This is an optimization exercise on Yosys and OpenROAD, whose aim is small area, a short achievable clock period and few clock cycles per item, not a production implementation.
No functional check of the RTL was part of any run shown here.
Power is estimated from default activity; no workload was simulated.

==> flow/design.v (outline; a module is shown in full before it is edited, if it fits) <==
// module iir_orde1_core: 1333 lines
// module iir_orde1_axis_wrapper: 215 lines
module iir_orde1_axis_wrapper #(
    parameter integer C_S_AXI_DATA_WIDTH = 32,
    parameter integer C_S_AXI_ADDR_WIDTH = 4,
    parameter integer DATA_WIDTH         = 32   
)(
    input  wire aclk,
    input  wire aresetn,   
    input  wire [DATA_WIDTH-1:0] s_axis_tdata,
    input  wire                  s_axis_tvalid,
    output wire                  s_axis_tready,
    input  wire                  s_axis_tlast,
    output wire [DATA_WIDTH-1:0] m_axis_tdata,
    output reg                   m_axis_tvalid,
    input  wire                  m_axis_tready,
    output reg                   m_axis_tlast,
    input  wire [C_S_AXI_ADDR_WIDTH-1:0] s_axi_awaddr,
    input  wire                          s_axi_awvalid,
    output wire                          s_axi_awready,
    input  wire [C_S_AXI_DATA_WIDTH-1:0] s_axi_wdata,
    input  wire [C_S_AXI_DATA_WIDTH/8-1:0] s_axi_wstrb,
    input  wire                          s_axi_wvalid,
    output wire                          s_axi_wready,
    output wire [1:0]                    s_axi_bresp,
    output wire                          s_axi_bvalid,
    input  wire                          s_axi_bready,
    input  wire [C_S_AXI_ADDR_WIDTH-1:0] s_axi_araddr,
    input  wire                          s_axi_arvalid,
    output wire                          s_axi_arready,
    output wire [C_S_AXI_DATA_WIDTH-1:0] s_axi_rdata,
    output wire [1:0]                    s_axi_rresp,
    output wire                          s_axi_rvalid,
    input  wire                          s_axi_rready
);
  // ...
==> flow/flow/run.sh <==
#!/bin/bash
# The standard layout (the standard.sh, unchanged synthesis and SDC) with
# two changes to how ORFS builds it:
#  - the port buffers are plain buf_2 cells (ORFS otherwise picks a slow
#    delay-buffer cell for them); every port is still buffered;
#  - timing repair aims at a slack margin, so it works on the paths that
#    set the achieved period.
set -o pipefail
export SETUP_SLACK_MARGIN=10.5
export BUFFER_PORTS_ARGS="-inputs -outputs -buffer_cell sky130_fd_sc_hd__buf_2"
bash standard.sh > standard.log 2>&1
==> flow/standard.sh <==
#!/bin/bash
# synth_recipe.tcl (not shown) runs the flow's synth.tcl, then flattens the netlist and writes it again
# the make line also repeats each setting of config.mk as NAME=value (left out here)
make -C /OpenROAD-flow-scripts/flow DESIGN_CONFIG=/design/flow/config.mk WORK_HOME=/design/flow/orfs CLKGATE_MAP_FILE= SYNTH_SCRIPT=/design/flow/synth_recipe.tcl "${@:-finish}"
==> flow/config.mk <==
export PLATFORM = sky130hd
export DESIGN_NAME = iir_orde1_axis_wrapper
export DESIGN_NICKNAME = iir_orde1_axis_wrapper
export VERILOG_FILES = /design/flow/design.v
export SDC_FILE = /design/flow/constraint.sdc
export NUM_CORES = 4
export LEC_CHECK = 0
export CAP_MARGIN = 20
export CORE_MARGIN = 2
export CORE_UTILIZATION = 40
export SLEW_MARGIN = 20
==> flow/constraint.sdc <==
create_clock -name core_clock -period 15.0 [get_ports {aclk}]
set_input_delay 3.0000 -clock core_clock [delete_from_list [all_inputs] [get_ports {aclk}]]
set_output_delay 3.0000 -clock core_clock [all_outputs]
set_load 0.01 [all_outputs]
==> impl_metrics.env, run 1 <==
export IMPL_initial_core_util_pct=40.3
export IMPL_final_common_cell="nand2_1"
export IMPL_layout_nets=3865
export IMPL_maxCapViolCount=0
export IMPL_fp_coreArea_mm2=0.0851
export IMPL_gp_congestion=0.908
export IMPL_max_freq_ghz=0.222
export IMPL_clk_path_buf_depth=3
export IMPL_grt_first_pass_wirelength_um=149000
export IMPL_critPathKind="reg2reg"
export IMPL_netlist_area_leader_share_pct=21.4
export IMPL_met2_usage_pct=33.7
export IMPL_fin_util_pct=45.2
export IMPL_yosysMostFrequentCell="nand2_1"
export IMPL_multi_input_area_share_pct=53.7
export IMPL_ys_types=64
export IMPL_seq_share_pct=29.2
export IMPL_cts_made_buffers=52
export IMPL_synth_compound_area_share_pct=15.4
export IMPL_placement_io_buffers=149
export IMPL_power_leader="combinational logic"
export IMPL_grt_pass1_vias=24600
export IMPL_synth_common_cells="414 x nand2_1, 380 x inv_1, 366 x fa_1, 360 x a22oi_1, 264 x clkbuf_1"
export IMPL_holdPathStages=0
export IMPL_status="no timing/DRC/antenna violations"
export IMPL_p_leak_uw=0.0147
export IMPL_clkbuf_count=79
export IMPL_synth_fa_ha_area_share_pct=23.8
export IMPL_powerSeq_uw=1780
export IMPL_synthSimpleGateAreaFrac_pct=6.22
export IMPL_met3_usage_pct=4.79
export IMPL_worst_path_buf_inv=4
export IMPL_peakVddDrop_mv=0.122
export IMPL_hp_class="reg2reg"
export IMPL_insertion_delay_ns=0.62
export IMPL_reg2reg_to="core.ps[14]$_DFFE_PP_"
export IMPL_cpLargestDelayFamily="adder cells"
export IMPL_synthArstFlopShare_pct=0
export IMPL_die_x_um=297
==> module iir_orde1_axis_wrapper, before the edit <==
module iir_orde1_axis_wrapper #(
    parameter integer C_S_AXI_DATA_WIDTH = 32,
    parameter integer C_S_AXI_ADDR_WIDTH = 4,
    parameter integer DATA_WIDTH         = 32   
)(
    input  wire aclk,
    input  wire aresetn,   
    input  wire [DATA_WIDTH-1:0] s_axis_tdata,
    input  wire                  s_axis_tvalid,
    output wire                  s_axis_tready,
    input  wire                  s_axis_tlast,
    output wire [DATA_WIDTH-1:0] m_axis_tdata,
    output reg                   m_axis_tvalid,
    input  wire                  m_axis_tready,
    output reg                   m_axis_tlast,
    input  wire [C_S_AXI_ADDR_WIDTH-1:0] s_axi_awaddr,
    input  wire                          s_axi_awvalid,
    output wire                          s_axi_awready,
    input  wire [C_S_AXI_DATA_WIDTH-1:0] s_axi_wdata,
    input  wire [C_S_AXI_DATA_WIDTH/8-1:0] s_axi_wstrb,
    input  wire                          s_axi_wvalid,
    output wire                          s_axi_wready,
    output wire [1:0]                    s_axi_bresp,
    output wire                          s_axi_bvalid,
    input  wire                          s_axi_bready,
    input  wire [C_S_AXI_ADDR_WIDTH-1:0] s_axi_araddr,
    input  wire                          s_axi_arvalid,
    output wire                          s_axi_arready,
    output wire [C_S_AXI_DATA_WIDTH-1:0] s_axi_rdata,
    output wire [1:0]                    s_axi_rresp,
    output wire                          s_axi_rvalid,
    input  wire                          s_axi_rready
);
    reg [C_S_AXI_DATA_WIDTH-1:0] reg_ctrl;
    reg [C_S_AXI_DATA_WIDTH-1:0] reg_a0;
    reg [C_S_AXI_DATA_WIDTH-1:0] reg_a1;
    reg [C_S_AXI_DATA_WIDTH-1:0] reg_b1;
    reg axi_awready;
    reg axi_wready;
    reg axi_bvalid;
    reg axi_arready;
    reg [C_S_AXI_DATA_WIDTH-1:0] axi_rdata;
    reg axi_rvalid;
    reg aw_en;   
    assign s_axi_awready = axi_awready;
    assign s_axi_wready  = axi_wready;
    assign s_axi_bresp   = 2'b00;   
    assign s_axi_bvalid  = axi_bvalid;
    assign s_axi_arready = axi_arready;
    assign s_axi_rdata   = axi_rdata;
    assign s_axi_rresp   = 2'b00;   
    assign s_axi_rvalid  = axi_rvalid;
    wire reg_write = axi_awready && s_axi_awvalid &&
                     axi_wready  && s_axi_wvalid && ~axi_bvalid;
    always @(posedge aclk) begin
        if (!aresetn) begin
            axi_awready <= 1'b0;
            axi_wready  <= 1'b0;
            axi_bvalid  <= 1'b0;
            aw_en       <= 1'b1;
            reg_ctrl    <= 32'h0000_0001;  
            reg_a0      <= 32'd0;
            reg_a1      <= 32'd0;
            reg_b1      <= 32'd0;
        end else begin
            if (~axi_awready && s_axi_awvalid && aw_en) begin
                axi_awready <= 1'b1;
                aw_en       <= 1'b0;
            end else begin
                axi_awready <= 1'b0;
            end
            if (~axi_wready && s_axi_wvalid) begin
                axi_wready <= 1'b1;
            end else begin
                axi_wready <= 1'b0;
            end
            if (reg_write) begin
                axi_bvalid <= 1'b1;
                case (s_axi_awaddr[3:2])
                    2'h0: reg_ctrl <= s_axi_wdata;
                    2'h1: reg_a0   <= s_axi_wdata;
                    2'h2: reg_a1   <= s_axi_wdata;
                    2'h3: reg_b1   <= s_axi_wdata;
                    default: ;
                endcase
            end else if (s_axi_bready && axi_bvalid) begin
                axi_bvalid <= 1'b0;
                aw_en      <= 1'b1;
            end
        end
    end
    always @(posedge aclk) begin
        if (!aresetn) begin
            axi_arready <= 1'b0;
            axi_rvalid  <= 1'b0;
        end else begin
            if (~axi_arready && s_axi_arvalid)
                axi_arready <= 1'b1;
            else
                axi_arready <= 1'b0;
            if (axi_arready && s_axi_arvalid && ~axi_rvalid)
                axi_rvalid <= 1'b1;
            else if (axi_rvalid && s_axi_rready)
                axi_rvalid <= 1'b0;
        end
    end
    always @(posedge aclk) begin
        if (~axi_rvalid) begin
            case (s_axi_araddr[3:2])
                2'h0: axi_rdata <= reg_ctrl;
                2'h1: axi_rdata <= reg_a0;
                2'h2: axi_rdata <= reg_a1;
                default: axi_rdata <= reg_b1;
            endcase
        end
    end
    wire go = ~m_axis_tvalid | m_axis_tready;
    reg        rdy;                   
    reg [1:0]  cnt;                   
    reg [15:0] e0_d, e1_d;
    reg        e_l;                   
    reg        e_c;                   
    reg        hc;                    
    reg        ph;                    
    reg        p_v, q_v;              
    assign s_axis_tready = rdy;
    wire accept = s_axis_tvalid & rdy;
    wire idle = (cnt == 2'd0) & ~p_v & ~q_v;
    wire adv  = go & ~(idle & ~ph);
    wire f_v = (cnt != 2'd0) & (hc == ph);
    wire pop = adv & f_v;
    wire [1:0] cnt_next = cnt - {1'b0, pop} + {accept, 1'b0};
    wire tvalid_next = (adv & q_v & q_ch) | (m_axis_tvalid & ~m_axis_tready);
    wire ph_next     = ph ^ adv;
    wire hc_next     = hc ^ pop;
    wire ctrl0_next = (reg_write && s_axi_awaddr[3:2] == 2'h0) ?
                      s_axi_wdata[0] : reg_ctrl[0];
    always @(posedge aclk) begin
        if (!aresetn) begin
            rdy <= 1'b1;
            cnt <= 2'd0;
            hc  <= 1'b0;
            ph  <= 1'b0;
        end else begin
            rdy <= ctrl0_next & ~tvalid_next &
                   ((cnt_next == 2'd0) |
                    ((cnt_next == 2'd1) & (ph_next == hc_next)));
            cnt <= cnt_next;
            if (pop)
                hc <= ~hc;
            if (adv)
                ph <= ~ph;
        end
    end
    always @(posedge aclk) begin
        if (accept) begin
            e_l  <= s_axis_tlast;
            e_c  <= reg_ctrl[1];
            e0_d <= s_axis_tdata[31:16];
            e1_d <= s_axis_tdata[15:0];
        end else if (pop) begin
            e0_d <= e1_d;
        end
    end
    reg p_l, p_c;                     
    reg q_l, q_c;                     
    wire q_ch = ph;
    reg [31:0] out_d;
    wire [15:0] y_new;
    wire [15:0] y_left;
    always @(posedge aclk) begin
        if (!aresetn) begin
            p_v           <= 1'b0;
            q_v           <= 1'b0;
            m_axis_tvalid <= 1'b0;
        end else begin
            if (adv) begin
                p_v <= f_v;
                q_v <= p_v;
            end
            if (adv & q_v & q_ch)
                m_axis_tvalid <= 1'b1;
            else if (m_axis_tready)
                m_axis_tvalid <= 1'b0;
        end
    end
    always @(posedge aclk) begin
        if (adv) begin
            p_l  <= e_l;
            p_c  <= e_c;
            q_l  <= p_l;
            q_c  <= p_c;
        end
        if (adv & q_v & q_ch) begin
            out_d        <= {y_left, y_new};
            m_axis_tlast <= q_l;
        end
    end
    assign m_axis_tdata = out_d;
    iir_orde1_core core (
        .clk   (aclk),
        .rst   (~aresetn),
        .go    (adv),
        .fv    (f_v),
        .fclr  (e_c),
        .lbv   (q_v),
        .lbclr (q_c),
        .x_in  (e0_d),
        .a0    (reg_a0[15:0]),
        .a1    (reg_a1[15:0]),
        .b1    (reg_b1[15:0]),
        .y_new (y_new),
        .ya    (y_left)
    );
endmodule
==> run 2, diff against run 1 <==
--- a/flow/design.v
+++ b/flow/design.v
@@ -15,76 +15,91 @@
     output reg  [15:0] ya         
 );
     localparam W = 33;
     reg  [15:0]  xa, xb;          
     reg  [15:0]  yb;              
     reg  [W-1:0] ps, pc;          
     reg  [17:0]  qs, qc;          
     reg          qk;
-    reg [7:0] a0_one, a0_two;
-    wire [7:0] a0_neg = {a0[15], a0[13], a0[11], a0[9], a0[7], a0[5], a0[3], a0[1]};
-    always @(posedge clk) begin
-        a0_one[0] <= a0[0] ^ 1'b0;
-        a0_two[0] <= (a0[1] & ~a0[0] & ~1'b0) | (~a0[1] & a0[0] & 1'b0);
-        a0_one[1] <= a0[2] ^ a0[1];
-        a0_two[1] <= (a0[3] & ~a0[2] & ~a0[1]) | (~a0[3] & a0[2] & a0[1]);
-        a0_one[2] <= a0[4] ^ a0[3];
-        a0_two[2] <= (a0[5] & ~a0[4] & ~a0[3]) | (~a0[5] & a0[4] & a0[3]);
-        a0_one[3] <= a0[6] ^ a0[5];
-        a0_two[3] <= (a0[7] & ~a0[6] & ~a0[5]) | (~a0[7] & a0[6] & a0[5]);
-        a0_one[4] <= a0[8] ^ a0[7];
-        a0_two[4] <= (a0[9] & ~a0[8] & ~a0[7]) | (~a0[9] & a0[8] & a0[7]);
-        a0_one[5] <= a0[10] ^ a0[9];
-        a0_two[5] <= (a0[11] & ~a0[10] & ~a0[9]) | (~a0[11] & a0[10] & a0[9]);
-        a0_one[6] <= a0[12] ^ a0[11];
-        a0_two[6] <= (a0[13] & ~a0[12] & ~a0[11]) | (~a0[13] & a0[12] & a0[11]);
-        a0_one[7] <= a0[14] ^ a0[13];
-        a0_two[7] <= (a0[15] & ~a0[14] & ~a0[13]) | (~a0[15] & a0[14] & a0[13]);
-    end
-    reg [7:0] a1_one, a1_two;
-    wire [7:0] a1_neg = {a1[15], a1[13], a1[11], a1[9], a1[7], a1[5], a1[3], a1[1]};
-    always @(posedge clk) begin
-        a1_one[0] <= a1[0] ^ 1'b0;
-        a1_two[0] <= (a1[1] & ~a1[0] & ~1'b0) | (~a1[1] & a1[0] & 1'b0);
-        a1_one[1] <= a1[2] ^ a1[1];
-        a1_two[1] <= (a1[3] & ~a1[2] & ~a1[1]) | (~a1[3] & a1[2] & a1[1]);
-        a1_one[2] <= a1[4] ^ a1[3];
-        a1_two[2] <= (a1[5] & ~a1[4] & ~a1[3]) | (~a1[5] & a1[4] & a1[3]);
-        a1_one[3] <= a1[6] ^ a1[5];
-        a1_two[3] <= (a1[7] & ~a1[6] & ~a1[5]) | (~a1[7] & a1[6] & a1[5]);
-        a1_one[4] <= a1[8] ^ a1[7];
-        a1_two[4] <= (a1[9] & ~a1[8] & ~a1[7]) | (~a1[9] & a1[8] & a1[7]);
-        a1_one[5] <= a1[10] ^ a1[9];
-        a1_two[5] <= (a1[11] & ~a1[10] & ~a1[9]) | (~a1[11] & a1[10] & a1[9]);
-        a1_one[6] <= a1[12] ^ a1[11];
-        a1_two[6] <= (a1[13] & ~a1[12] & ~a1[11]) | (~a1[13] & a1[12] & a1[11]);
-        a1_one[7] <= a1[14] ^ a1[13];
-        a1_two[7] <= (a1[15] & ~a1[14] & ~a1[13]) | (~a1[15] & a1[14] & a1[13]);
-    end
-    reg [7:0] b1_one, b1_two;
-    wire [7:0] b1_neg = {b1[15], b1[13], b1[11], b1[9], b1[7], b1[5], b1[3], b1[1]};
-    always @(posedge clk) begin
-        b1_one[0] <= b1[0] ^ 1'b0;
-        b1_two[0] <= (b1[1] & ~b1[0] & ~1'b0) | (~b1[1] & b1[0] & 1'b0);
-        b1_one[1] <= b1[2] ^ b1[1];
-        b1_two[1] <= (b1[3] & ~b1[2] & ~b1[1]) | (~b1[3] & b1[2] & b1[1]);
-        b1_one[2] <= b1[4] ^ b1[3];
-        b1_two[2] <= (b1[5] & ~b1[4] & ~b1[3]) | (~b1[5] & b1[4] & b1[3]);
-        b1_one[3] <= b1[6] ^ b1[5];
-        b1_two[3] <= (b1[7] & ~b1[6] & ~b1[5]) | (~b1[7] & b1[6] & b1[5]);
-        b1_one[4] <= b1[8] ^ b1[7];
-        b1_two[4] <= (b1[9] & ~b1[8] & ~b1[7]) | (~b1[9] & b1[8] & b1[7]);
-        b1_one[5] <= b1[10] ^ b1[9];
-        b1_two[5] <= (b1[11] & ~b1[10] & ~b1[9]) | (~b1[11] & b1[10] & b1[9]);
-        b1_one[6] <= b1[12] ^ b1[11];
-        b1_two[6] <= (b1[13] & ~b1[12] & ~b1[11]) | (~b1[13] & b1[12] & b1[11]);
-        b1_one[7] <= b1[14] ^ b1[13];
-        b1_two[7] <= (b1[15] & ~b1[14] & ~b1[13]) | (~b1[15] & b1[14] & b1[13]);
-    end
+    wire [7:0] a0_neg, a0_one, a0_two;
+    assign a0_neg[0] = a0[1];
+    assign a0_one[0] = a0[0] ^ 1'b0;
+    assign a0_two[0] = (a0[1] & ~a0[0] & ~1'b0) | (~a0[1] & a0[0] & 1'b0);
+    assign a0_neg[1] = a0[3];
+    assign a0_one[1] = a0[2] ^ a0[1];
+    assign a0_two[1] = (a0[3] & ~a0[2] & ~a0[1]) | (~a0[3] & a0[2] & a0[1]);
+    assign a0_neg[2] = a0[5];
+    assign a0_one[2] = a0[4] ^ a0[3];
+    assign a0_two[2] = (a0[5] & ~a0[4] & ~a0[3]) | (~a0[5] & a0[4] & a0[3]);
+    assign a0_neg[3] = a0[7];
+    assign a0_one[3] = a0[6] ^ a0[5];
+    assign a0_two[3] = (a0[7] & ~a0[6] & ~a0[5]) | (~a0[7] & a0[6] & a0[5]);
+    assign a0_neg[4] = a0[9];
+    assign a0_one[4] = a0[8] ^ a0[7];
+    assign a0_two[4] = (a0[9] & ~a0[8] & ~a0[7]) | (~a0[9] & a0[8] & a0[7]);
+    assign a0_neg[5] = a0[11];
+    assign a0_one[5] = a0[10] ^ a0[9];
+    assign a0_two[5] = (a0[11] & ~a0[10] & ~a0[9]) | (~a0[11] & a0[10] & a0[9]);
+    assign a0_neg[6] = a0[13];
+    assign a0_one[6] = a0[12] ^ a0[11];
+    assign a0_two[6] = (a0[13] & ~a0[12] & ~a0[11]) | (~a0[13] & a0[12] & a0[11]);
+    assign a0_neg[7] = a0[15];
+    assign a0_one[7] = a0[14] ^ a0[13];
+    assign a0_two[7] = (a0[15] & ~a0[14] & ~a0[13]) | (~a0[15] & a0[14] & a0[13]);
+    wire [7:0] a1_neg, a1_one, a1_two;
+    assign a1_neg[0] = a1[1];
+    assign a1_one[0] = a1[0] ^ 1'b0;
+    assign a1_two[0] = (a1[1] & ~a1[0] & ~1'b0) | (~a1[1] & a1[0] & 1'b0);
+    assign a1_neg[1] = a1[3];
+    assign a1_one[1] = a1[2] ^ a1[1];
+    assign a1_two[1] = (a1[3] & ~a1[2] & ~a1[1]) | (~a1[3] & a1[2] & a1[1]);
+    assign a1_neg[2] = a1[5];
+    assign a1_one[2] = a1[4] ^ a1[3];
+    assign a1_two[2] = (a1[5] & ~a1[4] & ~a1[3]) | (~a1[5] & a1[4] & a1[3]);
+    assign a1_neg[3] = a1[7];
+    assign a1_one[3] = a1[6] ^ a1[5];
+    assign a1_two[3] = (a1[7] & ~a1[6] & ~a1[5]) | (~a1[7] & a1[6] & a1[5]);
+    assign a1_neg[4] = a1[9];
+    assign a1_one[4] = a1[8] ^ a1[7];
+    assign a1_two[4] = (a1[9] & ~a1[8] & ~a1[7]) | (~a1[9] & a1[8] & a1[7]);
+    assign a1_neg[5] = a1[11];
+    assign a1_one[5] = a1[10] ^ a1[9];
+    assign a1_two[5] = (a1[11] & ~a1[10] & ~a1[9]) | (~a1[11] & a1[10] & a1[9]);
+    assign a1_neg[6] = a1[13];
+    assign a1_one[6] = a1[12] ^ a1[11];
+    assign a1_two[6] = (a1[13] & ~a1[12] & ~a1[11]) | (~a1[13] & a1[12] & a1[11]);
+    assign a1_neg[7] = a1[15];
+    assign a1_one[7] = a1[14] ^ a1[13];
+    assign a1_two[7] = (a1[15] & ~a1[14] & ~a1[13]) | (~a1[15] & a1[14] & a1[13]);
+    wire [7:0] b1_neg, b1_one, b1_two;
+    assign b1_neg[0] = b1[1];
+    assign b1_one[0] = b1[0] ^ 1'b0;
+    assign b1_two[0] = (b1[1] & ~b1[0] & ~1'b0) | (~b1[1] & b1[0] & 1'b0);
+    assign b1_neg[1] = b1[3];
+    assign b1_one[1] = b1[2] ^ b1[1];
+    assign b1_two[1] = (b1[3] & ~b1[2] & ~b1[1]) | (~b1[3] & b1[2] & b1[1]);
+    assign b1_neg[2] = b1[5];
+    assign b1_one[2] = b1[4] ^ b1[3];
+    assign b1_two[2] = (b1[5] & ~b1[4] & ~b1[3]) | (~b1[5] & b1[4] & b1[3]);
+    assign b1_neg[3] = b1[7];
+    assign b1_one[3] = b1[6] ^ b1[5];
+    assign b1_two[3] = (b1[7] & ~b1[6] & ~b1[5]) | (~b1[7] & b1[6] & b1[5]);
+    assign b1_neg[4] = b1[9];
+    assign b1_one[4] = b1[8] ^ b1[7];
+    assign b1_two[4] = (b1[9] & ~b1[8] & ~b1[7]) | (~b1[9] & b1[8] & b1[7]);
+    assign b1_neg[5] = b1[11];
+    assign b1_one[5] = b1[10] ^ b1[9];
+    assign b1_two[5] = (b1[11] & ~b1[10] & ~b1[9]) | (~b1[11] & b1[10] & b1[9]);
+    assign b1_neg[6] = b1[13];
+    assign b1_one[6] = b1[12] ^ b1[11];
+    assign b1_two[6] = (b1[13] & ~b1[12] & ~b1[11]) | (~b1[13] & b1[12] & b1[11]);
+    assign b1_neg[7] = b1[15];
+    assign b1_one[7] = b1[14] ^ b1[13];
+    assign b1_two[7] = (b1[15] & ~b1[14] & ~b1[13]) | (~b1[15] & b1[14] & b1[13]);
     wire pa_r0_0 = (((a0_one[0] & x_in[0]) | (a0_two[0] & 1'b0)) ^ a0_neg[0]);
     wire pa_r0_1 = (((a0_one[0] & x_in[1]) | (a0_two[0] & x_in[0])) ^ a0_neg[0]);
     wire pa_r0_2 = (((a0_one[0] & x_in[2]) | (a0_two[0] & x_in[1])) ^ a0_neg[0]);
     wire pa_r0_3 = (((a0_one[0] & x_in[3]) | (a0_two[0] & x_in[2])) ^ a0_neg[0]);
     wire pa_r0_4 = (((a0_one[0] & x_in[4]) | (a0_two[0] & x_in[3])) ^ a0_neg[0]);
     wire pa_r0_5 = (((a0_one[0] & x_in[5]) | (a0_two[0] & x_in[4])) ^ a0_neg[0]);
     wire pa_r0_6 = (((a0_one[0] & x_in[6]) | (a0_two[0] & x_in[5])) ^ a0_neg[0]);
     wire pa_r0_7 = (((a0_one[0] & x_in[7]) | (a0_two[0] & x_in[6])) ^ a0_neg[0]);
@@ -1423,43 +1438,42 @@
                 aw_en      <= 1'b1;
             end
         end
     end
     always @(posedge aclk) begin
         if (!aresetn) begin
             axi_arready <= 1'b0;
             axi_rvalid  <= 1'b0;
+            axi_rdata   <= 32'd0;
         end else begin
             if (~axi_arready && s_axi_arvalid)
                 axi_arready <= 1'b1;
             else
                 axi_arready <= 1'b0;
-            if (axi_arready && s_axi_arvalid && ~axi_rvalid)
+            if (axi_arready && s_axi_arvalid && ~axi_rvalid) begin
                 axi_rvalid <= 1'b1;
-            else if (axi_rvalid && s_axi_rready)
+                case (s_axi_araddr[3:2])
+                    2'h0: axi_rdata <= reg_ctrl;
+                    2'h1: axi_rdata <= reg_a0;
+                    2'h2: axi_rdata <= reg_a1;
+                    2'h3: axi_rdata <= reg_b1;
+                    default: axi_rdata <= 32'd0;
+                endcase
+            end else if (axi_rvalid && s_axi_rready) begin
                 axi_rvalid <= 1'b0;
-        end
-    end
-    always @(posedge aclk) begin
-        if (~axi_rvalid) begin
-            case (s_axi_araddr[3:2])
-                2'h0: axi_rdata <= reg_ctrl;
-                2'h1: axi_rdata <= reg_a0;
-                2'h2: axi_rdata <= reg_a1;
-                default: axi_rdata <= reg_b1;
-            endcase
+            end
         end
     end
     wire go = ~m_axis_tvalid | m_axis_tready;
     reg        rdy;                   
     reg [1:0]  cnt;                   
     reg [15:0] e0_d, e1_d;
-    reg        e_l;                   
-    reg        e_c;                   
+    reg        e0_l, e1_l;            
+    reg        e0_c, e1_c;            
     reg        hc;                    
     reg        ph;                    
     reg        p_v, q_v;              
     assign s_axis_tready = rdy;
     wire accept = s_axis_tvalid & rdy;
     wire idle = (cnt == 2'd0) & ~p_v & ~q_v;
     wire adv  = go & ~(idle & ~ph);
     wire f_v = (cnt != 2'd0) & (hc == ph);
@@ -1484,27 +1498,24 @@
             if (pop)
                 hc <= ~hc;
             if (adv)
                 ph <= ~ph;
         end
     end
     always @(posedge aclk) begin
         if (accept) begin
-            e_l  <= s_axis_tlast;
-            e_c  <= reg_ctrl[1];
-            e0_d <= s_axis_tdata[31:16];
-            e1_d <= s_axis_tdata[15:0];
+            {e0_l, e0_c, e0_d} <= {s_axis_tlast, reg_ctrl[1], s_axis_tdata[31:16]};
+            {e1_l, e1_c, e1_d} <= {s_axis_tlast, reg_ctrl[1], s_axis_tdata[15:0]};
         end else if (pop) begin
-            e0_d <= e1_d;
+            {e0_l, e0_c, e0_d} <= {e1_l, e1_c, e1_d};
         end
     end
-    reg p_l, p_c;                     
-    reg q_l, q_c;                     
-    wire q_ch = ph;
+    reg p_l, p_c, p_ch;               
+    reg q_l, q_c, q_ch;               
     reg [31:0] out_d;
     wire [15:0] y_new;
     wire [15:0] y_left;
     always @(posedge aclk) begin
         if (!aresetn) begin
             p_v           <= 1'b0;
             q_v           <= 1'b0;
             m_axis_tvalid <= 1'b0;
@@ -1516,33 +1527,35 @@
             if (adv & q_v & q_ch)
                 m_axis_tvalid <= 1'b1;
             else if (m_axis_tready)
                 m_axis_tvalid <= 1'b0;
         end
     end
     always @(posedge aclk) begin
         if (adv) begin
-            p_l  <= e_l;
-            p_c  <= e_c;
+            p_l  <= e0_l;
+            p_c  <= e0_c;
+            p_ch <= hc;
             q_l  <= p_l;
             q_c  <= p_c;
+            q_ch <= p_ch;
         end
         if (adv & q_v & q_ch) begin
             out_d        <= {y_left, y_new};
             m_axis_tlast <= q_l;
         end
     end
     assign m_axis_tdata = out_d;
     iir_orde1_core core (
         .clk   (aclk),
         .rst   (~aresetn),
         .go    (adv),
         .fv    (f_v),
-        .fclr  (e_c),
+        .fclr  (e0_c),
         .lbv   (q_v),
         .lbclr (q_c),
         .x_in  (e0_d),
         .a0    (reg_a0[15:0]),
         .a1    (reg_a1[15:0]),
         .b1    (reg_b1[15:0]),
         .y_new (y_new),
         .ya    (y_left)
==> run 2 against run 1 <==
Compared with the run above:
- still clean
- synthesized area up 14%
- final cell count grew 39%
- via count up 50%
- largest power group unchanged
==> impl_metrics.env, run 2 <==
export IMPL_skew_ns=0.0437
export IMPL_grt_first_pass_wirelength_um=201000
export IMPL_p_per_area_mw_per_mm2=121
export IMPL_tns_ns=0
export IMPL_final_area_mm2=0.0453
export IMPL_vias_per_cell=5.74
export IMPL_die_x_um=317
export IMPL_placement_io_buffers=149
export IMPL_slew_headroom_pct=23.6
export IMPL_ys_warn_count=2
export IMPL_drive_gt1_share_pct=15.6
export IMPL_ys_types=68
export IMPL_fp_dieArea_mm2=0.100
export IMPL_netlist_top_cell_by_area="fa_1"
export IMPL_place_area_mm2=0.0403
export IMPL_drt_iter0_drc=4540
export IMPL_rows=114
export IMPL_crit_path_end_kind="register"
export IMPL_maxCapViolCount=0
export IMPL_insertion_delay_ns=0.62
export IMPL_cp_start_kind="register"
export IMPL_yosysSeqAreaShare_pct=25.5
export IMPL_overflow=0
export IMPL_layout_nets=5517
export IMPL_areaGrowthSynthToFinish_pct=15.7
export IMPL_synthFlopType="dfxtp_1"
export IMPL_cts_tree="built"
export IMPL_clk_pin_slew_ns=0.06
export IMPL_grt_setup_unrepaired="true"
export IMPL_final_cell_mix="1096 x nand2_1, 645 x a21oi_1, 372 x inv_1"
export IMPL_drt_wirelength_per_cell_um=21.3
export IMPL_gp_congestion=0.899
export IMPL_clk_path_buf_depth=3
export IMPL_hold_viol=0
export IMPL_required_ns=15.37
export IMPL_cts_htree_levels=2
export IMPL_die_h_um=317
export IMPL_netlist_area_leader_share_pct=18.7
export IMPL_crit_fanout=7
export IMPL_worstPathArrival_ns=4.98
export IMPL_ys_top_cells_by_area="fa_1 19%, edfxtp_1 13%, dfxtp_1 12%"
export IMPL_ctsHoldBuffers=0
export IMPL_finalCritPeriodShare_pct=30.8
export IMPL_ys_ff_latch=412
export IMPL_dr_pass1_iters=6
export IMPL_initial_core_util_pct=40.4
export IMPL_synth_edf_count=174
export IMPL_min_period_ns=4.61
export IMPL_slew_violations=0
export IMPL_peakVddDrop_mv=0.163
export IMPL_status="no timing/DRC/antenna violations"
export IMPL_synthCells=5096
export IMPL_hp_class="reg2reg"
export IMPL_cts_made_buffers=46
export IMPL_antenna_found_initial=5
export IMPL_dp_hpwl_um=84600
export IMPL_yosysMostFrequentCell="nand2_1"
export IMPL_grt_pass1_vias=32900
export IMPL_p_leak_uw=0.0163
export IMPL_syn_cell_area_mm2=0.0391
export IMPL_avgSynthCellArea_um2=7.68
export IMPL_r2r_slack_ns=10.39
export IMPL_ios=162
export IMPL_track_usage_pct=25.8
export IMPL_cts_root_buf="clkbuf_16"
export IMPL_final_common_cell="nand2_1"
export IMPL_setup_violations=0
export IMPL_max_freq_ghz=0.217
export IMPL_critPathKind="reg2reg"
export IMPL_cts_sinks=412
export IMPL_synthArstFlopShare_pct=0
export IMPL_fillers=9363
export IMPL_final_antenna_net_count=0
export IMPL_synth_common_cells="1116 x nand2_1, 658 x a21oi_1, 496 x clkbuf_1, 398 x nor2_1, 395 x o21ai_0"
export IMPL_totalWireLength_um=134000
export IMPL_vias=36300
export IMPL_grt_max_degree=94
export IMPL_tightest_slew_ns=1.15
export IMPL_fp_coreArea_mm2=0.0969
export IMPL_route_detailed_drc=0
run 2: cell count changes after synthesis, moves of 49 or more:
cell and change:
nand2_1 +702, a21oi_1 +622, nor2_1 +366, o21ai_0 +320, clkbuf_1 +232, a22oi_1 -212
xor2_1 -173, xnor2_1 -167, a21boi_0 -158, o211ai_1 +79, a221oi_1 +64, maj3_1 +49
run 2: layout make-up:
cell class	instances	area, um2	share of cell area (%)
multi-input combinational	3755	26400	58.4
clock inverter	22	213	0.470
timing repair buffer	395	4170	9.21
inverter	387	1480	3.26
antenna	2	5.00	0.0111
sequential	412	10100	22.3
tap	1276	1600	3.53
clock buffer	63	1280	2.82
run 2: per-layer routing:
metal	track usage (%)	part of all wire, %	wire length (um)	up-vias
met5	0	0.0097	13	-
met4	9.23	3.9	5210	2
met3	4.14	9.0	12100	251
met2	39.2	44	58800	1665
met1	37.0	43	58100	17600
li1	-	-	-	16800
run 2: critical path: stages, from the launching register on:
cell,delay [ns]
edfxtp_1,0.44
buf_12,0.15
buf_16,0.14
a21oi_1,0.07
nor2_1,0.15
o21ai_2,0.09
fa_1,0.51
inv_2,0.06
fa_1,0.52
inv_1,0.05
fa_1,0.48
fa_1,0.58
fa_1,0.46
fa_2,0.62
inv_2,0.04
run 2: kinds of logic after synthesis:
family,count (synthesis),synth area share [%]
compound gates,1454,21.6
xor+xnor,108,2.44
fa+ha+maj,483,22.1
buf+inv,935,9.04
flops,412,25.5
mux,68,2.84
other cells,1,0.00958
simple gates,1635,16.4
run 2: worst paths after layout:
path                      startpoint               endpoint  depth (start not counted)
setup reg to reg  e0_d[10]$_DFFE_PP_  core.ps[14]$_DFFE_PP_                         14
hold / removal        p_ch$_DFFE_PP_         q_ch$_DFFE_PP_                          0
hold reg to reg       p_ch$_DFFE_PP_         q_ch$_DFFE_PP_                          0
setup / recovery  e0_d[10]$_DFFE_PP_  core.ps[14]$_DFFE_PP_                         14
run 2: timing repair:
item | in CTS | in global routing
cloned | 26 | 14
setup endpoints to repair | 217 | 60
gates resized for setup | 334 | 161
buffers inserted | 77 | 28
pin swaps | 76 | 67
endpoints found under the hold margin | 0 | 0
run 2: per-stage QoR:
stage               std cells  util [%]  hold slack, ns  worst slack [ns]  power (uW)
floorplan                5099         -           0.400             10.44        3280
CTS                      6268      45.7           0.420             10.43        5320
detailed placement       6080      41.7           0.406              9.35        3990
finish                   6312      46.7           0.422             10.39        5460
global placement         6080      41.7           0.403              9.34        3940
global route             6312      46.7           0.430             10.28        5820
run 2: where the power goes:
part	leakage, uW	internal (uW)	switching, uW
Sequential	0.00363	1520	103
Combinational	0.0120	953	1750
Clock	0.000725	638	492
Total	0.0163	3110	2340

## separate check: timing with driven ports
The results above use ideal ports. As a check the final layouts listed here were re-extracted and re-timed, cells and wires unchanged.
Step 1 assumes that a clkbuf_16 drives the clock port and a buf_2 every other input.
Step 2 times the ports against the registers' clock, not the clock port: input delays grow and output delays shrink by t, the midpoint of the rising clock arrivals with the driver on.
Three values: ideal ports, drivers, drivers and shift; two values: the first two.
run	shift t [ns]	setup WS [ns]	latest minus earliest clock arrival (ns)	cell pins on the clock port's net
run 1	0.667	10.491 / 10.491 / 9.973	0.023 / 0.022	1
run 2	0.676	10.386 / 10.386 / 9.773	0.045 / 0.045	1
After both steps every run listed still meets setup and hold. The setup slack of run 2, which loses most, moves by 0.000 ns with the drivers and by -0.613 ns with both steps.
